From an optimization exercise on the open Yosys and OpenROAD flow, aimed at small area; shortcuts taken in it are not production practice.
In this exercise RTL edits were held to simulation tests only and were not proved equivalent to the original.

==> flow/design.v <==
module sram_logger(
    input         CLK_48MHZ,
    input         RESET,           
    input         READ_CMD,
    input  [79:0] GEIG_DATA,
    input  [79:0] MAG_DATA,
    input  [31:0] SRAM_D_IN,
    output [17:0] SRAM_A,
    output [3:0]  SRAM_SRBS,
    output        SRAM_CE,
    output        SRAM_WE,
    output        SRAM_OE,
    output [15:0] SRAM_D_OUT,
    output        SRAM_D_OE,
    output [15:0] DATA_READ,
    output [17:0] W_ADDRESS,
    output        W_CHIP_SELECT,
    output [17:0] R_ADDRESS,
    output        R_CHIP_SELECT
);
reg [79:0] geig_prev;
reg [79:0] mag_prev;
reg        read_prev;
reg [7:0]  schedule;      
reg [2:0]  write_count;   
reg [1:0]  phase;         
reg [63:0] data_buffer;   
reg [17:0] w_address;
reg        w_chip_select;
reg [17:0] r_address;
reg        r_chip_select;
reg [17:0] sram_a;
reg        sram_cs;       
reg        sram_wr;       
reg        sram_rd;       
reg [15:0] dread;
reg [15:0] dout;          
reg  started;             
wire geig_new = started ? (GEIG_DATA != geig_prev) : (|GEIG_DATA);
wire mag_new  = started ? (MAG_DATA != mag_prev)   : (|MAG_DATA);
wire read_new = READ_CMD & ~read_prev;
reg [7:0] sched_ins;
always @(*) begin
    sched_ins = schedule;
    if (geig_new) begin
        if (sched_ins[1:0] == 2'b00)      sched_ins[1:0] = 2'd1;
        else if (sched_ins[3:2] == 2'b00) sched_ins[3:2] = 2'd1;
        else if (sched_ins[5:4] == 2'b00) sched_ins[5:4] = 2'd1;
        else                              sched_ins[7:6] = 2'd1;
    end
    if (mag_new) begin
        if (sched_ins[1:0] == 2'b00)      sched_ins[1:0] = 2'd2;
        else if (sched_ins[3:2] == 2'b00) sched_ins[3:2] = 2'd2;
        else if (sched_ins[5:4] == 2'b00) sched_ins[5:4] = 2'd2;
        else                              sched_ins[7:6] = 2'd2;
    end
    if (read_new) begin
        if (sched_ins[1:0] == 2'b00)      sched_ins[1:0] = 2'd3;
        else if (sched_ins[3:2] == 2'b00) sched_ins[3:2] = 2'd3;
        else if (sched_ins[5:4] == 2'b00) sched_ins[5:4] = 2'd3;
        else                              sched_ins[7:6] = 2'd3;
    end
end
wire head_write = sched_ins[0] ^ sched_ins[1];
wire head_read  = sched_ins[0] & sched_ins[1];
wire head_geig  = sched_ins[0];            
wire [79:0] src = head_geig ? GEIG_DATA : MAG_DATA;
wire write_done  = head_write & (write_count == 3'd5);
wire write_word  = head_write & ~write_count[2] | head_write & (write_count == 3'd4);
wire read_drop   = head_read & (r_address == w_address);
wire read_go     = head_read & ~read_drop;
wire write_step3 = write_word & (phase == 2'd2);
wire read_step3  = read_go & (phase == 2'd3);
wire shift       = write_done | read_drop | read_step3;
wire [18:0] addr_inc = {sram_cs, sram_a} + 19'd1;
always @(posedge CLK_48MHZ or negedge RESET) begin
    if (!RESET) begin
        started       <= 1'b0;
        read_prev     <= 1'b0;
        schedule      <= 8'b0;
        write_count   <= 3'b0;
        phase         <= 2'b0;
        w_address     <= 18'b0;
        w_chip_select <= 1'b0;
        r_address     <= 18'b0;
        r_chip_select <= 1'b0;
    end else begin
        started   <= 1'b1;
        read_prev <= READ_CMD;
        schedule  <= shift ? {2'b00, sched_ins[7:2]} : sched_ins;
        if (write_done)
            write_count <= 3'd0;
        else if (write_step3)
            write_count <= write_count + 3'd1;
        if (write_step3 | read_step3)
            phase <= 2'd0;
        else if (write_word | read_go)
            phase <= phase + 2'd1;
        if (write_step3)
            {w_chip_select, w_address} <= addr_inc;
        if (read_step3)
            {r_chip_select, r_address} <= addr_inc;
    end
end
always @(posedge CLK_48MHZ) begin
    geig_prev <= GEIG_DATA;
    mag_prev  <= MAG_DATA;
end
always @(posedge CLK_48MHZ) begin
    if (head_write & (write_count == 3'd0) & (phase == 2'd0))
        data_buffer[15:0] <= src[15:0];
    if (head_write & (write_count == 3'd0) & (phase == 2'd2))
        data_buffer[15:0] <= src[79:64];
    if (head_write & (write_count == 3'd0))
        data_buffer[63:16] <= src[63:16];
end
wire [15:0] write_word_data = (write_count[1:0] == 2'd1) ? data_buffer[31:16] :
                              (write_count[1:0] == 2'd2) ? data_buffer[47:32] :
                              (write_count[1:0] == 2'd3) ? data_buffer[63:48] :
                                                           data_buffer[15:0];
wire [7:0] head = schedule;
wire cyc_write = (head[0] ^ head[1]);
wire cyc_read  = (head[0] & head[1]);
always @(negedge CLK_48MHZ or negedge RESET) begin
    if (!RESET) begin
        sram_a  <= 18'b0;
        sram_wr <= 1'b0;
        sram_rd <= 1'b0;
        dread   <= 16'b0;
        dout    <= 16'b0;
    end else begin
        if (cyc_write & (phase == 2'd1))
            dout <= write_word_data;
        if (phase == 2'd1)
            sram_a <= cyc_read ? r_address : w_address;
        sram_wr <= cyc_write & (phase == 2'd1);
        sram_rd <= cyc_read & (phase == 2'd1 | phase == 2'd2);
        if (cyc_read & (phase == 2'd2))
            dread <= sram_cs ? SRAM_D_IN[31:16] : SRAM_D_IN[15:0];
    end
end
always @(negedge CLK_48MHZ) begin
    if (phase == 2'd1)
        sram_cs <= cyc_read ? r_chip_select : w_chip_select;
end
wire sram_active = sram_wr | sram_rd;
assign SRAM_A        = sram_a;
assign SRAM_SRBS     = {~(sram_active & sram_cs), ~(sram_active & sram_cs),
                        ~(sram_active & ~sram_cs), ~(sram_active & ~sram_cs)};
assign SRAM_CE       = 1'b0;
assign SRAM_WE       = ~sram_wr;
assign SRAM_OE       = ~sram_rd;
assign SRAM_D_OE     = sram_wr;
assign SRAM_D_OUT    = dout;
assign DATA_READ     = dread;
assign W_ADDRESS     = w_address;
assign W_CHIP_SELECT = w_chip_select;
assign R_ADDRESS     = r_address;
assign R_CHIP_SELECT = r_chip_select;
endmodule
==> flow/config.mk <==
export PLATFORM = sky130hd
export DESIGN_NAME = sram_logger
export DESIGN_NICKNAME = sram_logger
export VERILOG_FILES = /design/flow/design.v
export SDC_FILE = /design/flow/constraint.sdc
export NUM_CORES = 4
export LEC_CHECK = 0
export CAP_MARGIN = 0
export CORE_MARGIN = 2
export CORE_UTILIZATION = 70
export SLEW_MARGIN = 0
==> flow/constraint.sdc <==
create_clock -name core_clock -period 10.0 [get_ports {CLK_48MHZ}]
set_input_delay 2.0000 -clock core_clock [delete_from_list [all_inputs] [get_ports {CLK_48MHZ}]]
set_output_delay 2.0000 -clock core_clock [all_outputs]
set_load 0.01 [all_outputs]
standard.sh (not shown) runs the stock make flow with config.mk's settings and CLKGATE_MAP_FILE= SYNTH_SCRIPT=/design/flow/synth_recipe.tcl, a recipe that flattens the netlist after the stock synthesis.
==> flow/flow/run.sh <==
#!/bin/bash
# The standard layout (standard.sh), with these changes:
#  1. after the standard synthesis, the combinational cells are re-mapped by
#     ABC with an area-oriented script (resynth.ys, area.abc); the register
#     instances, their names and cell types are left as the standard synthesis
#     made them;
#  2. the port buffers that ORFS inserts on every input and output are
#     sky130_fd_sc_hd__buf_1 instead of the tool's default pick;
#  3. clock tree synthesis clusters up to 10 flip-flops per clkbuf_4 leaf
#     buffer and adds no dummy loads.
# Each tool's full output goes to a log of its own in this folder:
# synth_make.log, resynth_models.log, resynth.log, layout_make.log (and each
# ORFS step also keeps its log under orfs/logs/).
set -euo pipefail
here=$(pwd)
res=$here/orfs/results/$FLOW_PLATFORM/sram_logger/base
lib=$FLOW_HOME/platforms/$FLOW_PLATFORM/lib/sky130_fd_sc_hd__tt_025C_1v80.lib

bash standard.sh synth > synth_make.log 2>&1
cp "$res/1_2_yosys.v" standard_synth.v

# Function models of the library's combinational cells.
seq=$(awk '/^    cell \(/{c=$2} /^        (ff|latch|statetable) *\(/{print c}' "$lib" | tr -d '"();' | sort -u | tr '\n' ' ')
yosys -l resynth_models.log -p "read_liberty -ignore_miss_func $lib; delete $seq; write_verilog -noattr comb_models.v" > /dev/null 2>&1
dontuse=$(sed -n '/^export DONT_USE_CELLS += /,/^#/p' "$FLOW_HOME/platforms/$FLOW_PLATFORM/config.mk" | grep -o 'sky130_fd_sc_hd__[a-z0-9_]*' | sed 's/^/-dont_use /' | tr '\n' ' ')
printf 'set_driving_cell sky130_fd_sc_hd__buf_1\nset_load 5\n' > abc.constr
sed -e "s#@LIB@#$lib#g" -e "s#@IN@#$here/standard_synth.v#" -e "s#@OUT@#$here/resynth.v#" \
    -e "s#@SCR@#$here/flow/area.abc#" -e "s#@CONSTR@#$here/abc.constr#" -e "s#@DONTUSE@#$dontuse#" \
    -e "s#@MODELS@#$here/comb_models.v#" -e "s#@TOP@#$FLOW_TOP#g" flow/resynth.ys > resynth_run.ys
yosys -l resynth.log -s resynth_run.ys > /dev/null 2>&1
cp resynth.v "$res/1_2_yosys.v"
touch "$res/1_2_yosys.v"

export BUFFER_PORTS_ARGS="-buffer_cell sky130_fd_sc_hd__buf_1"
export CTS_ARGS="-sink_clustering_enable -repair_clock_nets -sink_clustering_size 10 -sink_clustering_max_diameter 50 -buf_list sky130_fd_sc_hd__clkbuf_4 -dont_use_dummy_load"
bash standard.sh finish > layout_make.log 2>&1
Other scripts of this flow, unchanged in this note and not shown: flow/flow/area.abc, flow/flow/resynth.ys
Change:
--- a/flow/design.v
+++ b/flow/design.v
@@ -31,13 +31,12 @@
 reg        r_chip_select;
 reg [17:0] sram_a;
 reg        sram_cs;       
 reg        sram_wr;       
 reg        sram_rd;       
 reg [15:0] dread;
-reg [15:0] dout;          
 reg  started;             
 wire geig_new = started ? (GEIG_DATA != geig_prev) : (|GEIG_DATA);
 wire mag_new  = started ? (MAG_DATA != mag_prev)   : (|MAG_DATA);
 wire read_new = READ_CMD & ~read_prev;
 reg [7:0] sched_ins;
 always @(*) begin
@@ -111,29 +110,22 @@
         data_buffer[15:0] <= src[15:0];
     if (head_write & (write_count == 3'd0) & (phase == 2'd2))
         data_buffer[15:0] <= src[79:64];
     if (head_write & (write_count == 3'd0))
         data_buffer[63:16] <= src[63:16];
 end
-wire [15:0] write_word_data = (write_count[1:0] == 2'd1) ? data_buffer[31:16] :
-                              (write_count[1:0] == 2'd2) ? data_buffer[47:32] :
-                              (write_count[1:0] == 2'd3) ? data_buffer[63:48] :
-                                                           data_buffer[15:0];
 wire [7:0] head = schedule;
 wire cyc_write = (head[0] ^ head[1]);
 wire cyc_read  = (head[0] & head[1]);
 always @(negedge CLK_48MHZ or negedge RESET) begin
     if (!RESET) begin
         sram_a  <= 18'b0;
         sram_wr <= 1'b0;
         sram_rd <= 1'b0;
         dread   <= 16'b0;
-        dout    <= 16'b0;
     end else begin
-        if (cyc_write & (phase == 2'd1))
-            dout <= write_word_data;
         if (phase == 2'd1)
             sram_a <= cyc_read ? r_address : w_address;
         sram_wr <= cyc_write & (phase == 2'd1);
         sram_rd <= cyc_read & (phase == 2'd1 | phase == 2'd2);
         if (cyc_read & (phase == 2'd2))
             dread <= sram_cs ? SRAM_D_IN[31:16] : SRAM_D_IN[15:0];
@@ -148,13 +140,16 @@
 assign SRAM_SRBS     = {~(sram_active & sram_cs), ~(sram_active & sram_cs),
                         ~(sram_active & ~sram_cs), ~(sram_active & ~sram_cs)};
 assign SRAM_CE       = 1'b0;
 assign SRAM_WE       = ~sram_wr;
 assign SRAM_OE       = ~sram_rd;
 assign SRAM_D_OE     = sram_wr;
-assign SRAM_D_OUT    = dout;
+assign SRAM_D_OUT    = (write_count[1:0] == 2'd1) ? data_buffer[31:16] :
+                       (write_count[1:0] == 2'd2) ? data_buffer[47:32] :
+                       (write_count[1:0] == 2'd3) ? data_buffer[63:48] :
+                                                    data_buffer[15:0];
 assign DATA_READ     = dread;
 assign W_ADDRESS     = w_address;
 assign W_CHIP_SELECT = w_chip_select;
 assign R_ADDRESS     = r_address;
 assign R_CHIP_SELECT = r_chip_select;
 endmodule
Result: The changed run went through all stages and came out clean. Cell count is lower by a few percent. Critical path depth is unchanged. Design area goes down by a few percent. Global-route usage goes down by 1.5 points. Utilization went down by 0.26 points. Wire length decreases by a few percent. Worst setup slack improves by 44 ps. Sequential cell count decreases by 16. Via count decreases by a little under a tenth. Hold slack gets better by 6.9 ps.
